This design comes from an exercise in tuning for small area, a short achievable clock period and few clock cycles per item on the open sky130 flow, not from production work.
Function was checked by simulation only, so behaviour that the tests miss may differ from the original.

## flow/design.v (module list and top-level ports; edited modules follow where they fit)
// module fsqrt0: 1844 lines
// module fsqrt1: 1781 lines
// module fsqrt2: 1075 lines
// module fsqrt: 52 lines
module fsqrt (
  input wire clk,
  input wire ready,
  input wire [31:0] x1,
  output reg [31:0] y_reg,
  output reg valid
  );
  // ...
==> flow/run.sh <==
#!/bin/bash
# synth_recipe.tcl (not shown) runs the flow's synth.tcl, then flattens the netlist and writes it again
# the make line also repeats each setting of config.mk as NAME=value (left out here)
make -C /OpenROAD-flow-scripts/flow DESIGN_CONFIG=/design/flow/config.mk WORK_HOME=/design/flow/orfs CLKGATE_MAP_FILE= SYNTH_SCRIPT=/design/flow/synth_recipe.tcl finish
==> flow/config.mk <==
export PLATFORM = sky130hd
export DESIGN_NAME = fsqrt
export DESIGN_NICKNAME = fsqrt
export VERILOG_FILES = /design/flow/design.v
export SDC_FILE = /design/flow/constraint.sdc
export NUM_CORES = 4
export LEC_CHECK = 0
export CAP_MARGIN = 10
export CORE_MARGIN = 2
export CORE_UTILIZATION = 25
export PLACE_DENSITY = 0.35
export SLEW_MARGIN = 10
export SYNTH_MEMORY_MAX_BITS = 262144
==> flow/constraint.sdc <==
create_clock -name core_clock -period 8.0 [get_ports {clk}]
set_input_delay 1.6000 -clock core_clock [delete_from_list [all_inputs] [get_ports {clk}]]
set_output_delay 1.6000 -clock core_clock [all_outputs]
set_load 0.01 [all_outputs]
==> reports/metrics.yaml, run 1 <==
grtUsageMet2_pct: 63.1
clkCellAreaFrac_pct: 0.591
grt_max_degree: 71
synth_fa_ha_area_share_pct: 21.4
ys_seq_elements: 109
wl_met1_um: 109000
cp_top_family: "adder cells"
dieArea_um2: 144000
design_area_um2: 51200
syn_nets: 5524
start_util_pct: 25.3
dominant-cell-class: "multi-input gates"
synth_top_family_by_area: "compound AO/OA/AOI/OAI gates"
fin_ws_ns: -0.261
yosys.area_share.simple_pct: 15.1
grt_pass1_wl_um: 394000
tritoncts: "yes"
cts_max_level: 3
cts_buffers: 9
status: "failed layout checks"
synth_edf_count: 0
grt_pass1_vias: 46683
routed.top_layer: "met5"
num-clock-buffers: 9
ctsHoldBuffers: 0
gp_congestion: 1.08
vias_per_cell: 5.85
check-failures: "negative setup slack"
setup_viol: 11
fillers: 15261
fp.coreArea_um2: 140000
path_class: "flip-flop to output pin"
antenna_found_initial: 30
fmax_mhz: 121
cts_resized: 278
design.seq.count: 109
grtUsageMet1_pct: 45.3
Testbench counts, summed over its fixed seeds: cycles 12,000, items 12,000.
==> inputs of run 2 (changes only) <==
--- a/flow/config.mk
+++ b/flow/config.mk
@@ -5,9 +5,13 @@
 export SDC_FILE = /design/flow/constraint.sdc
 export NUM_CORES = 4
 export LEC_CHECK = 0
-export CAP_MARGIN = 10
+export ABC_AREA = 1
+export CAP_MARGIN = 20
 export CORE_MARGIN = 2
 export CORE_UTILIZATION = 25
+export CTS_CLUSTER_DIAMETER = 150
+export CTS_CLUSTER_SIZE = 40
 export PLACE_DENSITY = 0.35
-export SLEW_MARGIN = 10
+export SETUP_SLACK_MARGIN = 0.2
+export SLEW_MARGIN = 20
 export SYNTH_MEMORY_MAX_BITS = 262144
==> run 2 against run 1 <==
  * The run now finishes clean
  * Worst setup slack better by 0.46 ns
  * Critical path type unchanged
  * Non-clock buffer count fell by 158
  * Cell area up 0.34%
  * Die area up 1.5%
  * Final cell count is 12% higher
==> reports/metrics.yaml, run 2 <==
fillers: 15877  # +4.0%
clockRootBuffer: "clkbuf_16"
antenna_found_initial: 29  # -3.3%
largest_reg_flops: 27
yosysSeqAreaShare_pct: 6.08
cts_buffer_depth: 2
fp.coreArea_um2: 142000  # +1.5%
synthArstFlopShare_pct: 0
vias_per_cell: 5.75  # -1.7%
hold_viol_final: 0
setup_viol: 0  # -11
ys_seq_elements: 109  # unchanged
largest-register: "m3_r"
cp-startpoint: "y2_r[8]"
clock_sinks: 109
wl_per_cell_um: 37.3
path_buf_inv: 11
netlist_top_cells_count: "nand2_1, inv_1, nor2_1"
dieArea_um2: 147000  # +1.5%
clk_pin_slew_ns: 0.09
track_usage_pct: 44.8
cts_buffers: 9  # unchanged
tightest_slew_ns: 1.19
vias: 51673
crit_fanout: 3
syn-instance-count: 5922
final_antenna_net_count: 0
avgSynthCellArea_um2: 6.06
tritoncts: "yes"
instances_no_fill: 8987
startpoint_type: "flip-flop"
drtIter0Drc: 6644
row_count: 138
critPathSlowestCell: "fa_1"
grt_overflow: 0
grt_pass1_vias: 50531  # +8.2%
die_h_um: 383
netlist.area_leader.share_pct: 14.5
path_depth: 32
reg_top3: "m3_r: 27 flops, m1_r: 24 flops, y1m_r: 24 flops"
cp.arrival_ns: 6.20
synth_edf_count: 0  # unchanged
post-route-drc-count: 0
final_cell_mix: "nand2_1, buf_4, inv_1"
end_kind: "output pin"
setup_tns_ns: 0
grt_pass1_wl_um: 446000  # +13%
place_inst: 8904
maxCapViolCount: 0
endpoint: "y_reg[22]"
required_ns: 6.40
synthesis.area_um2: 35900
rsz0062_at_grt: "yes"
mostFrequentLayoutCell: "nand2_1"
die_w_um: 383
crit_top_cell: "inv_1"
syn_nets: 6414  # +16%
final_core_util_pct: 36.2
final.min_clock_period_ns: 7.80
slew_headroom_pct: 20.7
synth_area_leaders: "nand2_1, fa_1, inv_1"
start_util_pct: 25.3  # about the same
place_hpwl_um: 275000
holdCritPathClass: "input pin to flip-flop"
syn_to_final_growth_pct: 43.3
routed_wl_um: 335000
yosysUniqueCellTypes: 72
yosysWarnings: 3
slew_violations: 0
cts_max_level: 3  # unchanged
post-route-period-util_pct: 97.5
synth_top_area_cell: "nand2_1"
gp_congestion: 1.12  # +3.8%
fmax_mhz: 128  # +5.9%
cp_top_family: "adder cells"
synth-main-ff-cell: "dfxtp_1"
yosysMostFrequentCell: "nand2_1"
first_pass_iters: 8
drive_gt1_share_pct: 26.5
io_pins: 67
status: "no timing/DRC/antenna violations"
port_buffers: 66
grt_max_degree: 81  # +14%
path_class: "flip-flop to output pin"
critPathMaxStageDelay_ns: 0.52
nets: 7574
[run 2: how the worst min path moves through the flow]
stage	from	endpoint	slack, ns	depth (start not counted)
2_1_floorplan	x1[31]	s_r	1.63	0
3_3_place_gp	ready	valid	2.05	1
3_5_place_dp	x1[31]	s_r	2.05	1
4_1_cts	ready	valid	1.58	1
5_1_grt	ready	valid	1.59	1
6_report	x1[31]	s_r	1.61	1
[run 2: what timing repair did]
action,in CTS,in global routing
gates resized for setup,271,309
hold buffers,0,0
setup buffers,28,26
endpoints found under the setup margin,25,62
pin swaps,39,118
gates cloned,1,1
[run 2: final cells by class]
cell class / count / area (µm²) / area share (%)
Sequential cell: 109 / 2210 / 4.30
Clock inverter: 6 / 48.8 / 0.0950
Inverter: 946 / 3580 / 6.97
Multi-Input combinational cell: 4543 / 30500 / 59.4
Clock buffer: 9 / 225 / 0.438
Antenna cell: 11 / 27.5 / 0.0536
Tap cell: 1890 / 2360 / 4.60
Timing Repair Buffer: 1473 / 12400 / 24.1
[run 2: stage by stage]
stage               hold WS [ns]  area [µm²]  setup slack [ns]
CTS                         1.58       50000            0.0892
global route                1.59       51400           -0.0182
detailed placement          2.05       48800            -0.707
floorplan                   1.63       35900             0.763
finish                      1.61       51400             0.200
global placement            2.05       48800             -1.08
[run 2: logic make-up after synthesis]
logic type / Yosys count / share of synthesized area, %
compound gates: 1498 / 25.9
xor+xnor: 290 / 7.08
fa+ha+maj: 458 / 21.0
buf+inv: 1270 / 13.8
flops: 109 / 6.08
mux: 1 / 0.0279
simple gates: 2296 / 26.1
[run 2: per-layer routing]
layer  share of wire, %  track usage (%)  vias to the layer above
met5              0.052                0                        -
met4                 12             42.5                       26
met3                8.8             11.5                     1149
met2                 43             69.3                     3260
met1                 36             50.0                    25212
li1                   -                -                    22026
==> inputs of run 3 (changes only) <==
--- a/flow/config.mk
+++ b/flow/config.mk
@@ -8,10 +8,10 @@
 export ABC_AREA = 1
 export CAP_MARGIN = 20
 export CORE_MARGIN = 2
-export CORE_UTILIZATION = 25
+export CORE_UTILIZATION = 40
 export CTS_CLUSTER_DIAMETER = 150
 export CTS_CLUSTER_SIZE = 40
-export PLACE_DENSITY = 0.35
+export PLACE_DENSITY = 0.55
 export SETUP_SLACK_MARGIN = 0.2
 export SLEW_MARGIN = 20
 export SYNTH_MEMORY_MAX_BITS = 262144
==> run 3 against run 2 <==
  * The flow now stops in global routing
  * Synthesized cell count stayed put
  * Synthesized area stayed put
==> reports/metrics.yaml, run 3 <==
status: "aborted with a tool error"
yosysSeqAreaShare_pct: 6.08  # unchanged
synthArstFlopShare_pct: 0  # unchanged
yosysMostFrequentCell: "nand2_1"
firstError: "[ERROR GRT-0116] Global routing finished with congestion. Check the congestion regions in the DRC Viewer."
clockRootBuffer: "clkbuf_16"
row_count: 109  # -21%
dp_slack_ns: -0.180  # +0.527 ns
cts_buffers: 9  # unchanged
cts_max_level: 3  # unchanged
synth-main-ff-cell: "dfxtp_1"
synth_area_leaders: "nand2_1, fa_1, inv_1"
yosysWarnings: 3  # unchanged
place_inst: 7777  # -13%
netlist_top_cells_count: "nand2_1, inv_1, nor2_1"
start_util_pct: 40.5  # +15 points
synthesis.area_um2: 35900  # unchanged
yosysUniqueCellTypes: 72  # unchanged
netlist.area_leader.share_pct: 14.5  # unchanged
ys_seq_elements: 109  # unchanged
die_h_um: 303  # -21%
syn-instance-count: 5922  # unchanged
place_hpwl_um: 218000  # -21%
syn_nets: 6414  # unchanged
synth_top_area_cell: "nand2_1"
synth_edf_count: 0  # unchanged
gp_congestion: 1.30  # +16%
grt_max_degree: 79
clock_sinks: 109  # unchanged
port_buffers: 66  # unchanged
io_pins: 67  # unchanged
avgSynthCellArea_um2: 6.06  # unchanged
cts_buffer_depth: 2  # unchanged
die_w_um: 303  # -21%
ctsHoldBuffers: 0  # unchanged
failing_step: "global routing"
==> run 3: repair_timing <==
item | 4_1_cts
setup buffers | 9
endpoints found under the setup margin | 23
cloned | 1
pin swaps | 7
resized for setup | 152
==> run 3: cells by family after synthesis <==
family / share of synthesized area, %
muxes: 0.0279
and+or+nand+nor: 26.1
buffers and inverters: 13.8
adders and majority gates: 21.0
xor gates and xnor gates: 7.08
AOI/OAI and AO/OA: 25.9
DFF: 6.08
==> run 3: worst min path at each step <==
stage | slack [ns] | from | cells after the start | to
3_3_place_gp | 2.05 | x1[31] | 1 | s_r
4_1_cts | 1.61 | ready | 1 | valid
3_5_place_dp | 2.05 | ready | 1 | valid
2_1_floorplan | 1.63 | x1[31] | 0 | s_r
==> run 3: stage by stage <==
step | setup TNS [ns] | area (µm²)
2_1_floorplan | 0 | 35900
3_3_place_gp | -1.41 | 44300
3_5_place_dp | -2.30 | 44300
4_1_cts | 0 | 45200
==> inputs of run 4 (changes only) <==
--- a/flow/config.mk
+++ b/flow/config.mk
@@ -8,10 +8,11 @@
 export ABC_AREA = 1
 export CAP_MARGIN = 20
 export CORE_MARGIN = 2
-export CORE_UTILIZATION = 40
+export CORE_UTILIZATION = 33
 export CTS_CLUSTER_DIAMETER = 150
 export CTS_CLUSTER_SIZE = 40
-export PLACE_DENSITY = 0.55
+export GPL_ROUTABILITY_DRIVEN = 1
+export PLACE_DENSITY = 0.45
 export SETUP_SLACK_MARGIN = 0.2
 export SLEW_MARGIN = 20
 export SYNTH_MEMORY_MAX_BITS = 262144
==> run 4 against run 3 <==
  * Now clean on timing, DRC and antenna
  * Synthesized area is the same
  * Synthesized cell count did not move
==> reports/metrics.yaml, run 4 <==
status: "no timing/DRC/antenna violations"
fin_ws_ns: 0.138
port_buffers: 66  # unchanged
largest_reg_flops: 27
holdCritPathClass: "input pin to flip-flop"
crit_fanout: 11
largest-register: "m3_r"
slew_headroom_pct: 7.64
grt_pass1_wl_um: 424000
track_usage_pct: 54.5
avgSynthCellArea_um2: 6.06  # unchanged
clk_pin_slew_ns: 0.09
grt_overflow: 0
vias: 54485
netlist.area_leader.share_pct: 14.5  # unchanged
cp.arrival_ns: 6.26
die_h_um: 334  # +10%
synth_top_area_cell: "nand2_1"
syn_to_final_growth_pct: 40.6
synth_edf_count: 0  # unchanged
yosysUniqueCellTypes: 72  # unchanged
place_hpwl_um: 243000  # +12%
yosysWarnings: 3  # unchanged
routed_wl_um: 310000
clockRootBuffer: "clkbuf_16"
ys_seq_elements: 109  # unchanged
nets: 7500
drtIter0Drc: 9415
final_antenna_net_count: 0
synthesis.area_um2: 35900  # unchanged
rsz0062_at_grt: "yes"
holdPathEnd: "s_r"
die_w_um: 334  # +10%
cts_max_level: 3  # unchanged
placed_cell_area_um2: 47200  # +6.5%
critPathMaxStageDelay_ns: 0.49
row_count: 120  # +10%
antenna_found_initial: 31
first_pass_iters: 10
final.min_clock_period_ns: 7.86
clock_sinks: 109  # unchanged
reg_top3: "m3_r: 27 flops, m1_r: 24 flops, y1m_r: 24 flops"
tightest_slew_ns: 1.37
io_pins: 67  # unchanged
synth_area_leaders: "nand2_1, fa_1, inv_1"
post-route-drc-count: 0
vias_per_cell: 6.46
cts_buffers: 9  # unchanged
grt_pass1_vias: 51990
hold_viol_final: 0
maxCapViolCount: 0
fp.coreArea_um2: 108000
dp_slack_ns: -0.495  # -0.315 ns
syn-instance-count: 5922  # unchanged
yosysSeqAreaShare_pct: 6.08  # unchanged
crit_top_cell: "fa_1"
wl_per_cell_um: 36.8
post-route-period-util_pct: 98.3
hold_depth: 1
synthArstFlopShare_pct: 0  # unchanged
start_util_pct: 33.4  # -7.1 points
netlist_top_cells_count: "nand2_1, inv_1, nor2_1"
grt_max_degree: 69
cts_buffer_depth: 2  # unchanged
syn_nets: 6414  # unchanged
final_cell_mix: "nand2_1, buf_4, inv_1"
yosysMostFrequentCell: "nand2_1"
startpoint_type: "flip-flop"
required_ns: 6.40
design_area_um2: 50400
ctsHoldBuffers: 0  # unchanged
end_kind: "output pin"
gp_congestion: 1.22  # -5.8%
drive_gt1_share_pct: 26.0
synth-main-ff-cell: "dfxtp_1"
dieArea_um2: 111000
path_class: "flip-flop to output pin"
critPathSlowestCell: "fa_1"
tritoncts: "yes"
slew_violations: 0
fmax_mhz: 127
hp-start: "x1[31]"
mostFrequentLayoutCell: "nand2_1"
setup_viol: 0
## run 4: layout make-up
cell class                 count  area [µm²]
antenna                       20        50.0
sequential                   109        2220
tap                         1403        1760
clock inverter                 6        55.1
multi-input combinational   4543       30700
clock buffer                  10         239
inverter                     946        3610
timing repair buffer        1399       11800
fill                       11245       57100
## run 4: cell families after synthesis
kind of cell | after synthesis | share of synthesized area (%)
muxes | 1 | 0.0279
xor gates and xnor gates | 290 | 7.08
and+or+nand+nor | 2296 | 26.1
DFF | 109 | 6.08
adders and majority gates | 458 | 21.0
buffers and inverters | 1270 | 13.8
AOI/OAI and AO/OA | 1498 | 25.9
## run 4: critical path: cells and delay by family, from the launching register on
kind / cells / cell delay (ns)
adder cells (fa/ha/maj): 5 / 2.32
buffers and inverters: 11 / 1.46
AO/OA/AOI/OAI: 7 / 0.94
XOR/XNOR: 2 / 0.37
flip-flops: 1 / 0.34
AND/OR/NAND/NOR: 3 / 0.34
## run 4: per-layer routing
layer	share of wire (%)	track usage [%]	vias up
met4	13	51.9	12
met5	0.040	0.651	-
li1	-	-	21914
met3	14	25.9	1931
met1	33	57.3	25718
met2	41	79.3	4910
## run 4: per-stage QoR
| step | util (%) | TNS [ns] | hold slack [ns] | std cells |
|---|---|---|---|---|
| floorplan | - | 0 | 1.63 | 5922 |
| global placement | 43.9 | -6.91 | 2.05 | 8322 |
| detailed placement | 43.9 | -5.73 | 2.06 | 8322 |
| CTS | 44.9 | 0 | 1.58 | 8357 |
| global route | 46.9 | -0.0282 | 1.60 | 8419 |
| finish | 46.9 | 0 | 1.60 | 8436 |
## run 4: how the worst max path moves through the flow
stage / start / endpoint / slack (ns) / depth (start not counted)
4_1_cts: y2_r[8] / y_reg[10] / 0.11 / 29
3_5_place_dp: x1[17] / y2_r[6] / -0.49 / 30
2_1_floorplan: x1[19] / y1m_r[22] / 0.76 / 31
3_3_place_gp: x1[17] / y2_r[6] / -0.53 / 30
6_report: y2_r[17] / y_reg[10] / 0.14 / 28
5_1_grt: y2_r[3] / y_reg[20] / -0.02 / 27
## run 4: repair_timing
item                       in CTS  in global routing
gates cloned                    4                  6
gates resized for setup       190                445
setup buffers                  15                 51
pin swaps                      36                133
setup endpoints to repair      28                 65
==> inputs of run 5 (changes only) <==
--- a/flow/config.mk
+++ b/flow/config.mk
@@ -8,11 +8,12 @@
 export ABC_AREA = 1
 export CAP_MARGIN = 20
 export CORE_MARGIN = 2
-export CORE_UTILIZATION = 33
+export CORE_UTILIZATION = 30
 export CTS_CLUSTER_DIAMETER = 150
 export CTS_CLUSTER_SIZE = 40
-export GPL_ROUTABILITY_DRIVEN = 1
-export PLACE_DENSITY = 0.45
+export GPL_TIMING_DRIVEN = 0
+export PLACE_DENSITY = 0.42
 export SETUP_SLACK_MARGIN = 0.2
 export SLEW_MARGIN = 20
 export SYNTH_MEMORY_MAX_BITS = 262144
+export TNS_END_PERCENT = 0
==> run 5 against run 4 <==
  * The flow now stops in global routing
  * Synthesized area unchanged
  * Synthesized cell count unchanged
==> reports/metrics.yaml, run 5 <==
avgSynthCellArea_um2: 6.06  # unchanged
ys_seq_elements: 109  # unchanged
clockRootBuffer: "clkbuf_16"
synth-main-ff-cell: "dfxtp_1"
yosys.area_share.simple_pct: 26.1  # unchanged
grt_max_degree: 23
synth_top_area_cell: "nand2_1"
netlist_top_cells_count: "nand2_1, inv_1, nor2_1"
failing_step: "global routing"
cts_buffer_depth: 2  # unchanged
die_h_um: 350  # +4.8%
synth_top_family_by_area: "simple AND/OR/NAND/NOR gates"
place_hpwl_um: 287000  # +18%
syn-instance-count: 5922  # unchanged
yosysMostFrequentCell: "nand2_1"
clock_sinks: 109  # unchanged
cts_buffers: 9  # unchanged
io_pins: 67  # unchanged
netlist.area_leader.share_pct: 14.5  # unchanged
firstError: "[ERROR GRT-0116] Global routing finished with congestion. Check the congestion regions in the DRC Viewer."
synth_xor_area_share_pct: 7.08  # unchanged
status: "aborted with a tool error"
synth.mux.area_fraction_pct: 0.0279  # unchanged
die_w_um: 350  # +4.8%
synth_fa_ha_area_share_pct: 21.0  # unchanged
port_buffers: 64  # -3.0%
row_count: 126  # +5.0%
synthesis.area_um2: 35900  # unchanged
syn_nets: 6414  # unchanged
synth_edf_count: 0  # unchanged
start_util_pct: 30.3  # -3.1 points
synthArstFlopShare_pct: 0  # unchanged
synth_area_leaders: "nand2_1, fa_1, inv_1"
ctsHoldBuffers: 0  # unchanged
gp_congestion: 1.23  # +0.71%
yosysUniqueCellTypes: 72  # unchanged
yosysSeqAreaShare_pct: 6.08  # unchanged
yosysWarnings: 3  # unchanged
synth_compound_area_share_pct: 25.9  # unchanged
cts_max_level: 3  # unchanged
[run 5: cell counts after synthesis]
Identical to the previous run, type by type.
[run 5: how the worst max path moves through the flow]
stage                start   endpoint
CTS                 x1[20]   y2_r[22]
detailed placement  x1[18]   y2_r[22]
global placement    x1[18]   y2_r[22]
floorplan           x1[19]  y1m_r[22]
[run 5: metrics by stage]
stage	util, %	setup slack (ns)	cells	area [µm²]
after global placement	32.5	-5.61	7586	38500
after CTS	36.8	-0.0426	7736	43500
after floorplan	-	0.763	5922	35900
after detailed placement	33.0	-4.73	7612	39000
[run 5: cell families after synthesis]
kind of cell               count (synthesis)
xor gates and xnor gates                 290
and+or+nand+nor                         2296
buffers and inverters                   1270
AOI/OAI and AO/OA                       1498
adders and majority gates                458
DFF                                      109
muxes                                      1
[run 5: what timing repair did]
action,in CTS
buffers inserted,108
gates resized for setup,999
pin swaps,97
endpoints found under the hold margin,0
endpoints found under the setup margin,93
==> inputs of run 6 (changes only) <==
==> flow/config.mk (replaced) <==
export PLATFORM = sky130hd
export DESIGN_NAME = fsqrt
export DESIGN_NICKNAME = fsqrt
export VERILOG_FILES = /design/flow/design.v
export SDC_FILE = /design/flow/constraint.sdc
export NUM_CORES = 4
export LEC_CHECK = 0
export ABC_AREA = 1
export CAP_MARGIN = 25
export CORE_MARGIN = 2
export CORE_UTILIZATION = 36
export CTS_CLUSTER_DIAMETER = 150
export CTS_CLUSTER_SIZE = 40
export GPL_ROUTABILITY_DRIVEN = 1
export PLACE_DENSITY = 0.5
export SETUP_SLACK_MARGIN = 0.15
export SLEW_MARGIN = 25
export SYNTH_MEMORY_MAX_BITS = 262144
export TNS_END_PERCENT = 0
==> run 6 against run 5 <==
  * The run again fails in global routing
  * Synthesized cell count is the same
  * Synthesized area stayed put
==> reports/metrics.yaml, run 6 <==
status: "aborted with a tool error"
failing_step: "global routing"
firstError: "[ERROR GRT-0232] Routing congestion too high. Check the congestion heatmap in the GUI."
io_pins: 67  # unchanged
netlist_top_cells_count: "nand2_1, inv_1, nor2_1"
synth_compound_area_share_pct: 25.9  # unchanged
synthesis.area_um2: 35900  # unchanged
synth_fa_ha_area_share_pct: 21.0  # unchanged
yosysUniqueCellTypes: 72  # unchanged
worstEpCategory: "register data pin"
die_w_um: 320  # -8.6%
grt_max_degree: 89
repair-timing-grt-worst-ep: "y2_r[17]$_DFF_P_/D"
place_hpwl_um: 233000  # -19%
start_util_pct: 36.4  # +6.1 points
synth.mux.area_fraction_pct: 0.0279  # unchanged
synth_xor_area_share_pct: 7.08  # unchanged
synthArstFlopShare_pct: 0  # unchanged
ys_seq_elements: 109  # unchanged
syn-instance-count: 5922  # unchanged
cts_buffers: 9  # unchanged
yosys.area_share.simple_pct: 26.1  # unchanged
die_h_um: 320  # -8.6%
cts_buffer_depth: 2  # unchanged
clockRootBuffer: "clkbuf_16"
place_inst: 8057  # +5.8%
syn_nets: 6414  # unchanged
synth_top_area_cell: "nand2_1"
row_count: 115  # -8.7%
clock_sinks: 109  # unchanged
avgSynthCellArea_um2: 6.06  # unchanged
yosysSeqAreaShare_pct: 6.08  # unchanged
netlist.area_leader.share_pct: 14.5  # unchanged
yosysMostFrequentCell: "nand2_1"
gp_congestion: 1.24  # +0.71%
synth-main-ff-cell: "dfxtp_1"
synth_edf_count: 0  # unchanged
synth_top_family_by_area: "simple AND/OR/NAND/NOR gates"
synth_area_leaders: "nand2_1, fa_1, inv_1"
yosysWarnings: 3  # unchanged
cts_max_level: 3  # unchanged
dp_slack_ns: -0.505  # +4.23 ns
port_buffers: 66  # +3.1%
[run 6: cell counts after synthesis]
No cell type changed its count.
[run 6: worst max path at each step]
stage               slack (ns)  cells after the start   endpoint
floorplan                 0.76                     31  y1m_r[22]
detailed placement       -0.51                     29    y2_r[5]
CTS                      -0.07                     26  y_reg[20]
global placement         -0.57                     28    y2_r[5]
[run 6: cells by family after synthesis]
kind of cell	after synthesis
adders and majority gates	458
buffers and inverters	1270
muxes	1
AOI/OAI and AO/OA	1498
and+or+nand+nor	2296
DFF	109
xor gates and xnor gates	290
[run 6: stage by stage]
| stage | setup TNS [ns] | cell area (µm²) |
|---|---|---|
| CTS | -0.152 | 46600 |
| detailed placement | -5.69 | 45800 |
| global placement | -3.69 | 45800 |
| floorplan | 0 | 35900 |
[run 6: what timing repair did]
action                                  4_1_cts
hold buffers                                  0
setup buffers                                12
endpoints found under the setup margin       29
pin swaps                                    13
resized for setup                           111
cloned                                        2
==> inputs of run 7 (changes only) <==
--- a/flow/config.mk
+++ b/flow/config.mk
@@ -8,12 +8,11 @@
 export ABC_AREA = 1
 export CAP_MARGIN = 25
 export CORE_MARGIN = 2
-export CORE_UTILIZATION = 36
+export CORE_UTILIZATION = 25
 export CTS_CLUSTER_DIAMETER = 150
 export CTS_CLUSTER_SIZE = 40
-export GPL_ROUTABILITY_DRIVEN = 1
-export PLACE_DENSITY = 0.5
-export SETUP_SLACK_MARGIN = 0.15
+export PLACE_DENSITY = 0.35
+export SETUP_SLACK_MARGIN = 0.0
 export SLEW_MARGIN = 25
 export SYNTH_MEMORY_MAX_BITS = 262144
 export TNS_END_PERCENT = 0
==> run 7 against run 6 <==
  * The run now finishes clean
  * Synthesized cell count unchanged
  * Synthesized area stayed put
==> reports/metrics.yaml, run 7 <==
status: "no timing/DRC/antenna violations"
cp.arrival_ns: 6.27
worst_hold_slack_ns: 1.60
required_ns: 6.40
drtIter0Drc: 6535
nets: 7541
dieArea_um2: 147000
drive_gt1_share_pct: 23.7
critPathSlowestCell: "fa_2"
clockRootBuffer: "clkbuf_16"
yosysWarnings: 3  # unchanged
final.min_clock_period_ns: 7.87
fp.coreArea_um2: 142000
grt_pass1_wl_um: 446000
fillers: 15926
netlist.area_leader.share_pct: 14.5  # unchanged
final_cell_mix: "nand2_1, buf_4, inv_1"
critPathMaxStageDelay_ns: 0.60
reg_top3: "m3_r: 27 flops, m1_r: 24 flops, y1m_r: 24 flops"
largest_reg_flops: 27
synthArstFlopShare_pct: 0  # unchanged
ctsHoldBuffers: 0  # unchanged
crit_fanout: 20
io_pins: 67  # unchanged
largest-register: "m3_r"
cts_max_level: 3  # unchanged
cp_top_family: "adder cells"
cp-startpoint: "y2_r[6]"
tightest_slew_ns: 1.25
avgSynthCellArea_um2: 6.06  # unchanged
place_inst: 8905  # +11%
start_util_pct: 25.3  # -11 points
die_h_um: 383  # +20%
synth_area_leaders: "nand2_1, fa_1, inv_1"
endpoint: "y_reg[14]"
slew_headroom_pct: 17.0
grt_pass1_vias: 50374
synth-main-ff-cell: "dfxtp_1"
grt_overflow: 0
first_pass_iters: 6
row_count: 138  # +20%
crit_top_cell: "nand2_1"
syn_to_final_growth_pct: 40.1
die_w_um: 383  # +20%
netlist_top_cells_count: "nand2_1, inv_1, nor2_1"
final_antenna_net_count: 0
syn-instance-count: 5922  # unchanged
rsz0062_at_grt: "yes"
slew_violations: 0
antenna_found_initial: 26
cts_buffer_depth: 2  # unchanged
holdCritPathClass: "input pin to flip-flop"
path_buf_inv: 7
design_area_um2: 50300
place_hpwl_um: 275000  # +18%
gp_congestion: 1.12  # -9.9%
cts_buffers: 9  # unchanged
wl_per_cell_um: 37.5
multi_input_area_um2: 29700
yosysUniqueCellTypes: 72  # unchanged
port_buffers: 66  # unchanged
clk_pin_slew_ns: 0.09
post-route-period-util_pct: 98.4
fin_ws_ns: 0.126
yosysSeqAreaShare_pct: 6.08  # unchanged
synth_top_area_cell: "nand2_1"
placed_cell_area_um2: 48800  # +6.5%
path_depth: 26
end_kind: "output pin"
instances_no_fill: 8967
maxCapViolCount: 0
final_core_util_pct: 35.4
clock_sinks: 109  # unchanged
fmax_mhz: 127
post-route-drc-count: 0
mostFrequentLayoutCell: "nand2_1"
setup_viol: 0
dp_slack_ns: -0.744  # -0.239 ns
vias: 51802
ys_seq_elements: 109  # unchanged
startpoint_type: "flip-flop"
synth_edf_count: 0  # unchanged
routed_wl_um: 336000
setup_tns_ns: 0
regArea_um2: 2200
track_usage_pct: 44.8
yosysMostFrequentCell: "nand2_1"
grt_max_degree: 81
tritoncts: "yes"
vias_per_cell: 5.78
path_class: "flip-flop to output pin"
synthesis.area_um2: 35900  # unchanged
hold_viol_final: 0
syn_nets: 6414  # unchanged
-- run 7: cell counts after synthesis --
Identical to the previous run, type by type.
-- run 7: logic make-up (layout without fill, tap and decap cells) --
family	after synthesis	count (layout)	synth area share [%]
adder cells (fa/ha/maj)	458	458	21.0
AO/OA/AOI/OAI	1498	1498	25.9
other	0	24	0
flip-flops	109	109	6.08
multiplexers	1	1	0.0279
XOR/XNOR	290	290	7.08
AND/OR/NAND/NOR	2296	2296	26.1
buffers and inverters	1270	2401	13.8
-- run 7: what timing repair did --
action,in CTS,in global routing
cloned,0,2
endpoints found under the hold margin,0,0
setup buffers,12,7
pin swaps,4,37
gates resized for setup,78,214
endpoints found under the setup margin,25,50
-- run 7: how the worst min path moves through the flow --
stage	slack, ns	cells past startpoint	end	from
detailed placement	2.06	1	valid	ready
CTS	1.58	1	s_r	x1[31]
global placement	2.05	1	valid	ready
finish	1.60	1	s_r	x1[31]
global route	1.59	1	s_r	x1[31]
floorplan	1.63	0	s_r	x1[31]
-- run 7: cell type report --
class | count | area share, %
Clock buffer | 9 | 0.448
Antenna cell | 24 | 0.119
Sequential cell | 109 | 4.37
Tap cell | 1890 | 4.70
Multi-Input combinational cell | 4543 | 59.1
Timing Repair Buffer | 1440 | 24.0
Clock inverter | 6 | 0.0971
Inverter | 946 | 7.10
-- run 7: layer usage --
layer / routed length [µm] / GRT usage (%) / vias up
met5: 112 / 0 / -
met4: 39800 / 42.8 / 18
met3: 29400 / 11.0 / 1075
met2: 144000 / 69.2 / 3452
met1: 122000 / 50.3 / 25269
li1: - / - / 21988
==> module fsqrt, before the edit <==
module fsqrt (
  input wire clk,
  input wire ready,
  input wire [31:0] x1,
  output reg [31:0] y_reg,
  output reg valid
  );
  wire [9:0] idx = {x1[23], x1[22:14]};
  wire sh24 = x1[23] & (|x1[22:14]);
  wire [24:0] mp = sh24 ? {2'b01, x1[22:0]} : {1'b1, x1[22:0], 1'b0};
  wire [26:0] m3 = {2'b00, mp} + {1'b0, mp, 1'b0};
  wire [23:0] y1m;
  wire [22:0] t2;
  fsqrt0 u0(idx, mp[23:0], y1m);
  fsqrt1 u1(idx, t2);
  wire [7:0] e1 = x1[30:23];
  wire [7:0] eabs = e1[7] ? e1 - 8'd127 : 8'd128 - e1;
  wire [7:0] ehalf = eabs >> 1;
  wire [7:0] e = e1[7] ? 8'd127 + ehalf : 8'd127 - ehalf;
  reg s_r, sat_r;
  reg [7:0] e_r;
  reg [24:0] m1_r;
  reg [26:0] m3_r;
  reg [23:0] y1m_r;
  reg [22:0] y2_r;
  always @(posedge clk) begin
    valid <= ready;
    s_r <= x1[31];
    e_r <= e;
    sat_r <= ~x1[23] & (&x1[22:2]) & (x1[1] | x1[0]);
    m1_r <= mp;
    m3_r <= m3;
    y1m_r <= y1m;
    y2_r <= t2;
  end
  wire [24:0] yb = {1'b1, y2_r, 1'b0};
  reg [7:0] ng, x1s, x2s, x3s, x4s;
  integer j;
  always @* begin
    for (j = 0; j < 8; j = j + 1) begin
      ng[j] = yb[3*j+3];
      x1s[j] = (yb[3*j+1] ^ yb[3*j]) & ~(yb[3*j+2] ^ yb[3*j+3]);
      x2s[j] = ~(yb[3*j+1] ^ yb[3*j]) & (yb[3*j+2] ^ yb[3*j+1]);
      x3s[j] = (yb[3*j+1] ^ yb[3*j]) & (yb[3*j+2] ^ yb[3*j+3]);
      x4s[j] = ~(yb[3*j+1] ^ yb[3*j]) & ~(yb[3*j+2] ^ yb[3*j+1]) & (yb[3*j+3] ^ yb[3*j+2]);
    end
  end
  wire [22:0] sm;
  fsqrt2 u2(ng, x1s, x2s, x3s, x4s, m1_r, m3_r, y1m_r, sm);
  wire [22:0] r = sm | {23{sat_r}};
  always @* y_reg = {s_r, e_r, r};
endmodule
==> inputs of run 8 (changes only) <==
--- a/flow/design.v
+++ b/flow/design.v
@@ -4729,7 +4729,8 @@
   reg [24:0] m1_r;
   reg [26:0] m3_r;
   reg [23:0] y1m_r;
-  reg [22:0] y2_r;
+  reg [23:0] ex_r;    
+  reg [6:0] yn_r;     
   always @(posedge clk) begin
     valid <= ready;
     s_r <= x1[31];
@@ -4738,18 +4739,18 @@
     m1_r <= mp;
     m3_r <= m3;
     y1m_r <= y1m;
-    y2_r <= t2;
+    ex_r <= {1'b1, t2} ^ {t2, 1'b0};
+    yn_r <= {t2[20], t2[17], t2[14], t2[11], t2[8], t2[5], t2[2]};
   end
-  wire [24:0] yb = {1'b1, y2_r, 1'b0};
-  reg [7:0] ng, x1s, x2s, x3s, x4s;
+  wire [7:0] ng = {1'b1, yn_r};
+  reg [7:0] x1s, x2s, x3s, x4s;
   integer j;
   always @* begin
     for (j = 0; j < 8; j = j + 1) begin
-      ng[j] = yb[3*j+3];
-      x1s[j] = (yb[3*j+1] ^ yb[3*j]) & ~(yb[3*j+2] ^ yb[3*j+3]);
-      x2s[j] = ~(yb[3*j+1] ^ yb[3*j]) & (yb[3*j+2] ^ yb[3*j+1]);
-      x3s[j] = (yb[3*j+1] ^ yb[3*j]) & (yb[3*j+2] ^ yb[3*j+3]);
-      x4s[j] = ~(yb[3*j+1] ^ yb[3*j]) & ~(yb[3*j+2] ^ yb[3*j+1]) & (yb[3*j+3] ^ yb[3*j+2]);
+      x1s[j] = ex_r[3*j] & ~ex_r[3*j+2];
+      x2s[j] = ~ex_r[3*j] & ex_r[3*j+1];
+      x3s[j] = ex_r[3*j] & ex_r[3*j+2];
+      x4s[j] = ~ex_r[3*j] & ~ex_r[3*j+1] & ex_r[3*j+2];
     end
   end
   wire [22:0] sm;
==> run 8 against run 7 <==
  * Now fails the layout checks on negative setup slack
  * Maximum frequency is 2.4% lower
  * Flip-flop and latch count is 8 higher
  * Die area is 0.19% higher
  * Wire length is 2.5% higher
  * Core utilization is 0.76 points lower
  * Non-clock buffer count is 49 lower
  * Count of clock-buffer cells in the layout is 10 higher
  * Final cell count is 1.9% lower
  * Via count is 0.91% lower
  * Worst setup slack worse by 0.19 ns
  * Global-route usage is 1.3 points higher
  * Largest cell class unchanged
==> reports/metrics.yaml, run 8 <==
netlist.area_leader.share_pct: 13.5  # -1.0 points
port_buffers: 66  # unchanged
syn_nets: 6267  # -2.3%
largest_reg_flops: 27  # unchanged
required_ns: 6.40  # about the same
maxCapViolCount: 0  # unchanged
largest-register: "m3_r"
clockRootBuffer: "clkbuf_16"
holdCritPathClass: "input pin to flip-flop"
synth_area_leaders: "fa_1, inv_1, nand2_1"
setup_tns_ns: -0.287  # -0.287 ns
vias: 51331  # -0.91%
die_h_um: 383  # about the same
yosysSeqAreaShare_pct: 6.52  # +0.43 points
crit_fanout: 10  # -50%
holdPathEnd: "s_r"
drtIter0Drc: 6991  # +7.0%
wl_per_cell_um: 39.2  # +4.5%
mostFrequentLayoutCell: "buf_4"
synthArstFlopShare_pct: 0  # unchanged
cts_buffer_depth: 2  # unchanged
cp.arrival_ns: 6.47  # +0.20 ns
fin_ws_ns: -0.0685  # -0.194 ns
start_util_pct: 25.1  # -0.16 points
first_pass_iters: 8  # +2
hold_viol_final: 0  # unchanged
syn_to_final_growth_pct: 38.0
wl_met3_um: 28600  # -2.7%
worst_hold_slack_ns: 1.51  # -0.0956 ns
status: "failed layout checks"
crit_top_cell: "inv_1"
yosysMostFrequentCell: "inv_1"
vias_per_cell: 5.84  # +1.1%
multi_input_area_um2: 28800  # -3.0%
io_pins: 67  # unchanged
place_hpwl_um: 286000  # +4.1%
slew_headroom_pct: 19.3  # +2.3 points
tritoncts: "yes"
dp_slack_ns: -0.277  # +0.467 ns
fillers: 16012  # +0.54%
post-route-drc-count: 0  # unchanged
grt_pass1_wl_um: 455000  # +2.0%
synthesis.area_um2: 35900  # +0.20%
yosysUniqueCellTypes: 72  # unchanged
routed.top_layer: "met5"
critPathSlowestCell: "fa_2"
netlist_top_cells_count: "inv_1, nand2_1, nor2_1"
clock_sinks: 117  # +7.3%
cts_max_level: 4  # +1
final.min_clock_period_ns: 8.07  # +0.194 ns
grt_pass1_vias: 50314  # -0.12%
fmax_mhz: 124  # -2.4%
row_count: 139  # +0.72%
met2WireLength_um: 150000  # +3.8%
hold_depth: 1  # unchanged
synth-main-ff-cell: "dfxtp_1"
dieArea_um2: 147000  # +0.19%
antenna_found_initial: 33  # +27%
gp_congestion: 1.12  # +0.55%
setup_viol: 8  # +8
syn-instance-count: 5779  # -2.4%
final_antenna_net_count: 0  # unchanged
routed_wl_um: 344000  # +2.5%
check-failures: "negative setup slack"
synth_edf_count: 0  # unchanged
end_kind: "output pin"
fp.coreArea_um2: 143000  # +0.85%
yosysWarnings: 3  # unchanged
critPathMaxStageDelay_ns: 0.60  # about the same
tightest_slew_ns: 1.20  # -0.0474 ns
crit_path_cell_trace: "inv_1 -> buf_4 -> nor2_1 -> a221oi_1 -> o21ai_0 -> xor2_1 -> fa_2 -> inv_1 -> fa_1 -> fa_2 -> inv_1 -> fa_1 -> inv_1 -> ha_4 -> a21oi_4 -> o21a_1 -> inv_1 -> a21oi_1 -> o21ai_0 -> a221oi_2 -> a21oi_1 -> nor2_1 -> nand2_1 -> clkdlybuf4s50_1"
cts_buffers: 17  # +8
grt_max_degree: 49  # -40%
die_w_um: 383  # about the same
regArea_um2: 2350  # +7.0%
drive_gt1_share_pct: 23.6  # -0.096 points
startpoint_type: "flip-flop"
slew_violations: 0  # unchanged
clk_pin_slew_ns: 0.09  # about the same
path_class: "flip-flop to output pin"
avgSynthCellArea_um2: 6.22  # +2.7%
post-route-period-util_pct: 101  # +2.4 points
wl_met1_um: 120000  # -1.4%
hp-start: "x1[31]"
ys_seq_elements: 117  # +7.3%
grt_overflow: 0  # unchanged
track_usage_pct: 46.1  # +1.3 points
nets: 7353  # -2.5%
synth_top_area_cell: "fa_1"
final_cell_mix: "buf_4, inv_1, nand2_1"
rsz0062_at_grt: "yes"
-- run 8: cell count changes after synthesis, sizes merged, moves of 12 or more --
cell	before	now
a21oi	437	341
a221oi	36	185
inv	927	983
nand2	1397	959
nor2	461	642
o2111ai	104	22
o21ai	418	537
o221ai	93	43
o22ai	129	152
o31ai	29	17
xor2	256	272
-- run 8: how the worst max path moves through the flow --
| stage | startpoint | to | slack, ns |
|---|---|---|---|
| 2_1_floorplan | x1[15] | y1m_r[21] | 0.48 |
| 5_1_grt | ex_r[12] | y_reg[0] | -0.30 |
| 3_3_place_gp | x1[17] | ex_r[5] | -0.29 |
| 4_1_cts | ex_r[12] | y_reg[13] | -0.15 |
| 3_5_place_dp | x1[17] | ex_r[9] | -0.28 |
| 6_report | m1_r[12] | y_reg[15] | -0.07 |
-- run 8: layout make-up --
| type | instances | area share (%) |
|---|---|---|
| clock inverter | 13 | 0.202 |
| timing repair buffer | 1391 | 23.5 |
| sequential | 117 | 4.74 |
| antenna | 12 | 0.0605 |
| inverter | 1007 | 7.68 |
| clock buffer | 19 | 0.893 |
| multi-input combinational | 4331 | 58.1 |
| tap | 1903 | 4.80 |
-- run 8: metrics by stage --
stage	instances	cell area (µm²)	utilization (%)
CTS	8776	49300	34.4
floorplan	5779	35900	-
finish	8793	49600	34.7
global route	8782	49600	34.6
detailed placement	8737	48400	33.8
global placement	8735	48400	33.8
-- run 8: cells by family (layout without fill, tap and decap cells) --
family                     after synthesis  in the layout  share of synthesized area (%)
AOI/OAI and AO/OA                     1550           1550                           26.8
xor gates and xnor gates               297            297                           7.32
adders and majority gates              454            454                           20.9
buffers and inverters                 1331           2430                           14.7
DFF                                    117            117                           6.52
muxes                                    2              2                         0.0557
other                                    0             12                              0
and+or+nand+nor                       2028           2028                           23.7
-- run 8: timing repair --
item | in CTS | in global routing
setup endpoints to repair | 23 | 50
gates cloned | 0 | 0
setup buffers | 7 | 2
hold buffers | 0 | 0
resized for setup | 100 | 86
endpoints found under the hold margin | 0 | 0
pin swaps | 7 | 7
-- run 8: critical path: cells and delay by family (launching register included) --
kind,cells,cell delay [ns]
adders and majority gates,5,2.36
AOI/OAI and AO/OA,8,1.44
buffers and inverters,7,1.40
DFF,1,0.32
and+or+nand+nor,3,0.23
xor gates and xnor gates,1,0.18
-- run 8: layer usage --
metal  GRT usage (%)  vias to the layer above
met5          0.0331                        -
met4            47.3                       24
met3            10.6                     1323
met2            72.2                     3472
met1            50.1                    24963
li1                -                    21549
Testbench counts of run 8, summed over its fixed seeds: cycles 12,000, items 12,000.
==> inputs of run 9 (changes only) <==
==> flow/config.mk (replaced) <==
export PLATFORM = sky130hd
export DESIGN_NAME = fsqrt
export DESIGN_NICKNAME = fsqrt
export VERILOG_FILES = /design/flow/design.v
export SDC_FILE = /design/flow/constraint.sdc
export NUM_CORES = 4
export LEC_CHECK = 0
export ABC_AREA = 1
export CAP_MARGIN = 20
export CORE_MARGIN = 2
export CORE_UTILIZATION = 25
export CTS_CLUSTER_DIAMETER = 150
export CTS_CLUSTER_SIZE = 40
export PLACE_DENSITY = 0.35
export SETUP_SLACK_MARGIN = 0.2
export SLEW_MARGIN = 20
export SYNTH_MEMORY_MAX_BITS = 262144
==> run 9 against run 8 <==
  * The run now finishes clean
  * Wire length grew 0.59%
  * Die area unchanged
  * Critical path depth rose by 9
  * Sequential share of layout area fell by 0.11 points
  * Flip-flop and latch count stayed put
  * Synthesized cell count did not move
  * Non-clock buffer count is 38 higher
  * Core utilization grew 0.96 points
  * Via count grew 0.95%
  * Critical endpoint is now ex_r[16]
  * Highest routed layer unchanged
==> reports/metrics.yaml, run 9 <==
hold_viol_final: 0  # unchanged
clock_sinks: 117  # unchanged
vias: 51818  # +0.95%
synth_edf_count: 0  # unchanged
clk_pin_slew_ns: 0.08  # about the same
row_count: 139  # unchanged
final_antenna_net_count: 0  # unchanged
hp-start: "x1[31]"
start_util_pct: 25.1  # unchanged
avgSynthCellArea_um2: 6.22  # unchanged
wl_per_cell_um: 39.2  # +0.11%
status: "no timing/DRC/antenna violations"
grt_pass1_wl_um: 455000  # about the same
startpoint_type: "input pin"
setup_tns_ns: 0  # +0.287 ns
antenna_found_initial: 40  # +21%
syn_nets: 6267  # unchanged
setup_viol: 0  # -8
grt_overflow: 0  # unchanged
ys_seq_elements: 117  # unchanged
largest-register: "m3_r"
maxCapViolCount: 0  # unchanged
die_h_um: 383  # unchanged
crit_top_cell: "buf_4"
post-route-period-util_pct: 97.7  # -3.1 points
yosysSeqAreaShare_pct: 6.52  # unchanged
routed_wl_um: 346000  # +0.59%
cts_buffers: 17  # unchanged
required_ns: 8.43  # +2.03 ns
die_w_um: 383  # unchanged
vias_per_cell: 5.87  # +0.47%
rsz0062_at_grt: "yes"
fin_ws_ns: 0.181  # +0.249 ns
synth-main-ff-cell: "dfxtp_1"
cts_buffer_depth: 2  # unchanged
cp.arrival_ns: 8.25  # +1.78 ns
tritoncts: "yes"
critPathSlowestCell: "fa_1"
netlist.area_leader.share_pct: 13.5  # unchanged
largest_reg_flops: 27  # unchanged
yosysMostFrequentCell: "inv_1"
yosysUniqueCellTypes: 72  # unchanged
grt_pass1_vias: 50513  # +0.40%
slew_violations: 0  # unchanged
first_pass_iters: 9  # +1
io_pins: 67  # unchanged
nets: 7391  # +0.52%
drtIter0Drc: 6602  # -5.6%
mostFrequentLayoutCell: "buf_4"
final.min_clock_period_ns: 7.82  # -0.249 ns
holdCritPathClass: "input pin to flip-flop"
final_cell_mix: "buf_4, inv_1, nand2_1"
cts_max_level: 4  # unchanged
gp_congestion: 1.12  # unchanged
crit_fanout: 6  # -4
drive_gt1_share_pct: 26.7  # +3.1 points
port_buffers: 66  # unchanged
dieArea_um2: 147000  # unchanged
clockRootBuffer: "clkbuf_16"
synthesis.area_um2: 35900  # unchanged
critPathMaxStageDelay_ns: 0.55  # -0.05 ns
path_class: "input pin to flip-flop"
cp-startpoint: "x1[17]"
netlist_top_cells_count: "inv_1, nand2_1, nor2_1"
syn-instance-count: 5779  # unchanged
tightest_slew_ns: 1.39  # +0.196 ns
synth_top_area_cell: "fa_1"
post-route-drc-count: 0  # unchanged
fmax_mhz: 128  # +3.2%
slew_headroom_pct: 6.74  # -13 points
dp_slack_ns: -0.230  # +0.0474 ns
place_hpwl_um: 286000  # about the same
synth_area_leaders: "fa_1, inv_1, nand2_1"
grt_max_degree: 49  # unchanged
syn_to_final_growth_pct: 41.8
yosysWarnings: 3  # unchanged
end_kind: "flip-flop"
synthArstFlopShare_pct: 0  # unchanged
fp.coreArea_um2: 143000  # unchanged
track_usage_pct: 46.1  # about the same
-- run 9: final cells by class --
class                           count  area, µm²
Sequential cell                   117       2360
Tap cell                         1903       2380
Clock buffer                       18        429
Inverter                         1007       3840
Timing Repair Buffer             1429      12000
Antenna cell                       16       40.0
Fill cell                       16014      92200
Multi-Input combinational cell   4331      29800
Clock inverter                     14        175
-- run 9: worst max-delay path: cells and delay by family --
kind / cells / cell delay [ns]
buffers and inverters: 14 / 2.12
and+or+nand+nor: 6 / 0.97
AOI/OAI and AO/OA: 6 / 1.08
xor gates and xnor gates: 2 / 0.36
adders and majority gates: 5 / 2.07
-- run 9: layer usage --
layer	track usage, %	up-vias	wire (µm)
met4	47.2	36	45700
li1	-	21610	-
met2	72.8	3566	150000
met5	0	-	246
met3	10.6	1406	29500
met1	49.7	25200	121000
-- run 9: worst paths after layout --
| check | to | slack, ns | cells after the start |
|---|---|---|---|
| worst max-delay path | ex_r[16] | 0.18 | 33 |
| worst min-delay path | s_r | 1.52 | 1 |
-- run 9: metrics by stage --
step                instance area [µm²]  instances  util [%]  hold slack [ns]
global route                      50900       8821      35.6             1.53
floorplan                         35900       5779         -             1.63
global placement                  48400       8735      33.8             2.05
detailed placement                48400       8736      33.8             2.05
finish                            51000       8835      35.6             1.52
CTS                               49600       8785      34.7             1.49
-- run 9: logic make-up after synthesis --
kind of cell               after synthesis  synth area share [%]
xor gates and xnor gates               297                  7.32
AOI/OAI and AO/OA                     1550                  26.8
buffers and inverters                 1331                  14.7
muxes                                    2                0.0557
adders and majority gates              454                  20.9
DFF                                    117                  6.52
and+or+nand+nor                       2028                  23.7
-- run 9: repair_timing --
item / 4_1_cts / 5_1_grt
hold buffers: 0 / 0
resized for setup: 193 / 313
buffers inserted: 17 / 32
pin swaps: 26 / 59
endpoints found under the setup margin: 23 / 64

static timing again, ports no longer ideal:
How much do the figures lean on ideal ports? The routed layouts below were timed once more, with nothing changed but the port constraints.
Step 1, drivers: a clkbuf_16 drives clk and a buf_2 each remaining input, both assumed.
Step 2 adds t to the input delays and takes it off the output delays; t is the mean of the earliest and latest rising clock arrival at the registers after step 1. Input paths then give back, and output paths get back, about the clock's delay inside the block.
Three values: ideal, step 1, step 2; two values: the first two.
run	t, ns	setup WS [ns]	worst setup path after step 2
run 1	0.446	-0.261 / -0.324 / -0.334	input to register
run 2	0.521	0.200 / 0.108 / -0.076	input to register
run 4	0.522	0.138 / 0.053 / -0.171	input to register
run 7	0.516	0.126 / 0.038 / -0.267	input to register
run 8	0.585	-0.068 / -0.142 / -0.537	input to register
run 9	0.593	0.181 / 0.186 / -0.349	input to register
With both steps, setup timing fails in run 2, run 4, run 7 and run 9, where it was met with ideal ports. For run 9, which loses most, drivers alone change the setup slack by +0.005 ns; drivers and shift together by -0.530 ns.
